What follows belongs to an exercise in optimizing a design on an open flow for small area; a production flow would make more cautious choices.

== the baseline ==
==> flow/design.v <==
`timescale 1ns / 1ps
module uart_top(clk, reset, rd_uart, wr_uart, rx, tx, w_data, r_data, tx_fifo_full, rx_fifo_empty, rx_fifo_full);
	input clk, reset;
	input rd_uart, wr_uart, rx;
	input [7:0] w_data;
	output reg [7:0] r_data;
	output tx_fifo_full, rx_fifo_empty, rx_fifo_full;
	output reg tx;
	integer i;
	reg [7:0] q;
	wire tick = (q == 8'h6e);
	always @(posedge clk)
		if (!reset || tick)
			q <= 8'd0;
		else
			q <= {q[6:0], ~(q[7] ^ q[5] ^ q[4] ^ q[3])};
	reg [7:0] rc;
	reg [7:0] rb;				 
	wire rx_idle = (rc == 8'd0);
	wire rx_done = tick & (rc == 8'd255);
	always @(posedge clk, negedge reset)
		if (!reset)
			rc <= 8'd0;
		else if (rx_idle) begin
			if (!rx)
				rc <= 8'd104;
		end else if (tick)
			rc <= rc + 8'd1;
	always @(posedge clk)
		if (tick && rc[3:0] == 4'hf)
			rb <= {rx, rb[7:1]};
	reg [7:0] rm [0:7];			 
	reg [3:0] rcnt;				 
	assign rx_fifo_full  = rcnt[3];
	assign rx_fifo_empty = (rcnt == 4'd0);
	wire r_push = rx_done & ~rcnt[3];
	wire r_pop  = rd_uart & ~rx_fifo_empty;
	always @(posedge clk)
		if (r_push) begin
			rm[0] <= rb;
			for (i = 1; i < 8; i = i + 1)
				rm[i] <= rm[i-1];
		end
	wire [7:0] r_head = rm[rcnt[2:0] - 3'd1];
	always @(posedge clk, negedge reset)
		if (!reset) begin
			rcnt <= 4'd0;
			r_data <= 8'd0;
		end else begin
			if (r_pop)
				r_data <= r_head;
			if (r_push & ~r_pop)
				rcnt <= rcnt + 4'd1;
			else if (r_pop & ~r_push)
				rcnt <= rcnt - 4'd1;
		end
	reg [7:0] tm [0:7];			 
	reg [3:0] tcnt;
	assign tx_fifo_full = tcnt[3];
	wire t_push = wr_uart & ~tcnt[3];
	always @(posedge clk)
		if (t_push) begin
			tm[0] <= w_data;
			for (i = 1; i < 8; i = i + 1)
				tm[i] <= tm[i-1];
		end
	reg [7:0] tc;
	wire tx_idle = (tc == 8'd0);
	wire tx_done = tick & (tc == 8'd255);
	always @(posedge clk, negedge reset)
		if (!reset)
			tc <= 8'd0;
		else if (tx_idle) begin
			if (tcnt != 4'd0)
				tc <= 8'd96;
		end else if (tick)
			tc <= tc + 8'd1;
	always @(posedge clk, negedge reset)
		if (!reset)
			tcnt <= 4'd0;
		else if (t_push & ~tx_done)
			tcnt <= tcnt + 4'd1;
		else if (tx_done & ~t_push)
			tcnt <= tcnt - 4'd1;
	wire [7:0] t_head = tm[tcnt[2:0] - 3'd1];
	wire t_bit = t_head[tc[6:4] + 3'd1];
	wire t_start = (tc[7:4] == 4'd6);
	wire t_data  = (tc[7:4] != 4'd6) && (tc[7:4] != 4'd15) && !tx_idle;
	always @(posedge clk, negedge reset)
		if (!reset)
			tx <= 1'b1;
		else
			tx <= t_start ? 1'b0 : (t_data ? t_bit : 1'b1);
endmodule
export LEC_CHECK = 0
export CAP_MARGIN = 20
export CORE_MARGIN = 2
export CORE_UTILIZATION = 40
export SLEW_MARGIN = 20
create_clock -name core_clock -period 10.0 [get_ports {clk}]
standard.sh (not shown) runs the stock make flow with config.mk's settings and CLKGATE_MAP_FILE= SYNTH_SCRIPT=/design/flow/synth_recipe.tcl, a recipe that flattens the netlist after the stock synthesis.
==> flow/flow/run.sh <==
#!/bin/bash
# Standard ORFS layout with smaller port buffers, no CTS dummy loads and
# power (area) recovery after global routing. Full make output: flow_make.log
set -euo pipefail
bash standard.sh \
  "BUFFER_PORTS_ARGS=-buffer_cell sky130_fd_sc_hd__buf_1" \
  "CTS_ARGS=-sink_clustering_enable -repair_clock_nets -dont_use_dummy_load -buf_list sky130_fd_sc_hd__clkbuf_8" \
  RECOVER_POWER=100 \
  finish > flow_make.log 2>&1
The baseline ran in full, but the layout does not pass; the checks complain about max-capacitance violations, max-slew violations.
diff inputs: the baseline => the candidate
diff --git a/flow/flow/run.sh b/flow/flow/run.sh
--- a/flow/flow/run.sh
+++ b/flow/flow/run.sh
@@ -6,3 +6,3 @@
   "BUFFER_PORTS_ARGS=-buffer_cell sky130_fd_sc_hd__buf_1" \
-  "CTS_ARGS=-sink_clustering_enable -repair_clock_nets -dont_use_dummy_load -buf_list sky130_fd_sc_hd__clkbuf_8" \
+  "CTS_ARGS=-sink_clustering_enable -repair_clock_nets -dont_use_dummy_load -buf_list sky130_fd_sc_hd__clkbuf_16 -sink_clustering_size 40 -sink_clustering_max_diameter 150" \
   RECOVER_POWER=100 \
==> run notes <==
- The candidate -> stages 100% | layout checks FAIL | max-capacitance violations, max-slew violations
- Finished, but not clean: the baseline, with max-capacitance violations, max-slew violations.
- In terms of post-route met1 wirelength, the baseline and the candidate differ only marginally.
- The candidate does better than the baseline on worst voltage drop across the vdd grid.
- As far as effective utilization at floorplan goes, the baseline and the candidate are indistinguishable; the numbers are identical.
- The post-route clock period utilization in the candidate sits 0.66 points above the value recorded for the baseline.
- Between the baseline and the candidate, the difference in via count of the first global-routing pass is negligible.
- Relative to the baseline, the wire length on met3 measured on the candidate has decreased by a few percent.
No run of this note included a check of the RTL's function; only the layout flow was run.

## what the ideal ports hide
Ports are ideal in the flow. The routed layouts listed here were re-timed in OpenROAD. Step 1: set_driving_cell puts a clkbuf_16 on clk and a buf_2 on each other input, an assumption about the parent block. Step 2 moves the port delays by t, midway between the first and last clock arrival at a register: inputs arrive t later, outputs are due t later. That takes back most of the time a late clock gives input paths. Three values: no drivers, after step 1, after step 2; two values: the first two.
run	t, ns	slack for setup (ns)	worst setup path at the end
the baseline	0.475	4.198 / 4.213 / 3.738	input to register
the candidate	0.445	4.132 / 4.150 / 3.705	input to register
The setup slack of the baseline, which loses most, moves by +0.015 ns with the drivers and by -0.460 ns with both steps.
